This is an optimization exercise on Yosys and OpenROAD, whose aim is small area, a short achievable clock period and few clock cycles per item, not a production implementation.
Function was checked by simulation only, so behaviour that the tests miss may differ from the original.

== the previous run ==
==> module sin, before the edit <==
module sin (
    input  logic        clk,
    input  logic        rst_n,
    input  logic [15:0] x,
    input  logic        start,
    output logic [15:0] result,
    output logic        done
);
logic [4:1]  st;
logic [14:0] ra, bnext;
logic [7:0]  b_one, b_two, n_one, n_two;
logic [6:0]  b_neg, n_neg;
logic [12:0] t1;
logic [15:0] acc, p, m3, xsum, koff;
logic [2:0]  m3r;
logic [3:0]  m2s, m2r;
logic        m2ok;
logic        zero, lng, med, lngr, medr;
assign zero = x[14:0] < 15'h0748;     
assign lng  = ~m2ok;                  
assign med  = ~zero & ~lng;           
always_ff @(posedge clk) begin
    lngr <= lng;
    medr <= med;
end
always_ff @(posedge clk or negedge rst_n) begin
    if (!rst_n) begin
        st <= 4'b0000;
    end else begin
        st <= {st[3], st[2] & lngr, st[1], done & start & ~zero};
    end
end
assign done = ~|st;
sin_coeff_lut lut (.x(x[14:0]), .m3(m3), .m2(m2s), .m2ok(m2ok));
assign acc = (st[4] | (st[2] & medr)) ? result : 16'h0000;
sin_datapath datapath (.ma(ra), .b_one(b_one), .b_two(b_two), .b_neg(b_neg), .acc(acc), .cadd(st[2] & medr), .p(p),
                       .a(ra), .t1(t1));
always_comb begin
    if (st[1])      bnext = {2'b00, t1};
    else if (st[2]) bnext = 15'h0666;
    else if (done)  bnext = x[14:0];
    else            bnext = result[14:0];
end
sin_booth_enc enc (.b(bnext), .one(n_one), .two(n_two), .neg(n_neg));
sin_offset offset (.m2(m2r), .m1({1'b0, ra} & {16{st[3]}}), .m3(m3r), .k(koff));
assign xsum = {1'b0, x[14:0]} + koff;
always_ff @(posedge clk) begin
    ra    <= done ? x[14:0] : p[14:0];
    b_one <= n_one;
    b_two <= n_two;
    b_neg <= n_neg ^ {7{st[1] & medr}};    
    m3r   <= m3[2:0];
    m2r   <= m2ok ? m2s : 4'd0;
end
always_ff @(posedge clk) begin
    if (done & start) result <= {1'b0, x[14:0]};
    if ((st[1] & medr) | st[3]) result <= xsum;
    if ((st[1] & lngr) | (st[2] & medr) | st[4]) result <= p;
end
endmodule
==> module sin_offset, before the edit <==
module sin_offset (
    input  logic [3:0]  m2,
    input  logic [15:0] m1,
    input  logic [2:0]  m3,
    output logic [15:0] k
);
assign k = {12'b0, m2} - m1 - {13'b0, m3};
endmodule
export LEC_CHECK = 0
export CAP_MARGIN = 20
export CORE_MARGIN = 2
export CORE_UTILIZATION = 40
export SETUP_SLACK_MARGIN = 4.0
export SLEW_MARGIN = 20
export SYNTH_HIERARCHICAL = 1
export SYNTH_MINIMUM_KEEP_SIZE = 0
create_clock -name core_clock -period 9.5 [get_ports {clk}]
run.sh (not shown) runs the stock make flow with config.mk's settings and CLKGATE_MAP_FILE= SYNTH_SCRIPT=/design/flow/synth_recipe.tcl, a recipe that flattens the netlist after the stock synthesis.
The final layout from the previous run, which completed every stage, passed the timing, design-rule and antenna checks at the end of the flow.
Testbench counts of the previous run, summed over its fixed seeds: cycles 1,428, items 384.
> inputs changed (the previous run -> the current run)
diff --git a/flow/design.v b/flow/design.v
--- a/flow/design.v
+++ b/flow/design.v
@@ -748,5 +748,6 @@
 logic [6:0]  b_neg, n_neg;
 logic [12:0] t1;
-logic [15:0] acc, p, m3, xsum, koff;
+logic [15:0] acc, p, m3, rslow;
+logic        selp;
 logic [2:0]  m3r;
 logic [3:0]  m2s, m2r;
@@ -779,6 +780,7 @@
 end
 sin_booth_enc enc (.b(bnext), .one(n_one), .two(n_two), .neg(n_neg));
-sin_offset offset (.m2(m2r), .m1({1'b0, ra} & {16{st[3]}}), .m3(m3r), .k(koff));
-assign xsum = {1'b0, x[14:0]} + koff;
+assign selp = (st[1] & lngr) | (st[2] & medr) | st[4];
+sin_rsel rsel (.start(done & start), .med(st[1] & medr), .x(x[14:0]), .result(result), .ra(ra),
+               .m2(m2r), .m3(m3r), .r(rslow));
 always_ff @(posedge clk) begin
     ra    <= done ? x[14:0] : p[14:0];
@@ -787,10 +789,8 @@
     b_neg <= n_neg ^ {7{st[1] & medr}};    
     m3r   <= m3[2:0];
-    m2r   <= m2ok ? m2s : 4'd0;
+    m2r   <= m2s;
 end
 always_ff @(posedge clk) begin
-    if (done & start) result <= {1'b0, x[14:0]};
-    if ((st[1] & medr) | st[3]) result <= xsum;
-    if ((st[1] & lngr) | (st[2] & medr) | st[4]) result <= p;
+    if ((done & start) | (st[1] & medr) | st[3] | selp) result <= selp ? p : rslow;
 end
 endmodule
@@ -811,10 +811,18 @@
 end
 endmodule
-module sin_offset (
+module sin_rsel (
+    input  logic        start,
+    input  logic        med,
+    input  logic [14:0] x,
+    input  logic [15:0] result,
+    input  logic [14:0] ra,
     input  logic [3:0]  m2,
-    input  logic [15:0] m1,
     input  logic [2:0]  m3,
-    output logic [15:0] k
+    output logic [15:0] r
 );
-assign k = {12'b0, m2} - m1 - {13'b0, m3};
+always_comb begin
+    if (start)    r = {1'b0, x};
+    else if (med) r = result + {12'b0, m2};
+    else          r = {1'b0, x} - {1'b0, ra} - {13'b0, m3};
+end
 endmodule
==> comparison <==
- Final critical-path share of the clock period (higher): the current run
- Diff the previous run -> the current run | number of standard cells in the final layout excluding fillers | decrease of 101
- The current run vs the previous run, met1 layer usage reported by global route went down by 1.7 points.
- The run with more routed wire is the previous run, not the current run.
- Setup slack on the worst flop-to-flop path in the current run is 40 ps lower than in the previous run
- When the current run is set beside the previous run, its count of plain and timing-repair buffers turns out to be 19 smaller.
- From the previous run to the current run the numbers moved as follows: area growth from synthesis to final layout lost 1.6 points, net count after synthesis down 90.
Testbench counts of the current run, summed over its fixed seeds: cycles 1,428, items 384.

==> port drivers added, routing unchanged <==
The flow's constraints put no driver on any port. The routed layouts listed below were extracted and timed again, unchanged, in two steps.
Step 1 (the two cells are an assumption about what drives the block):
set clk [get_ports {clk}]
set_driving_cell -lib_cell sky130_fd_sc_hd__clkbuf_16 $clk
set_driving_cell -lib_cell sky130_fd_sc_hd__buf_2 [delete_from_list [all_inputs] $clk]
Step 2 also shifts input and output timing later by t, the mid clock arrival at the registers, as if the neighbouring blocks saw the same clock.
a / b / c = ideal ports / drivers / drivers and shift; a / b = the first two.
run | t (ns) | setup WS [ns] | latest minus earliest clock arrival (ns) | worst slew at a driven data input, ns
the previous run | 0.395 | 4.151 / 4.151 / 4.151 | 0.009 / 0.009 | 0.03
the current run | 0.370 | 4.111 / 4.111 / 4.015 | 0.008 / 0.008 | 0.04
After both steps setup and hold are still met in every run listed. For the current run, which loses most, drivers alone change the setup slack by 0.000 ns; drivers and shift together by -0.096 ns.
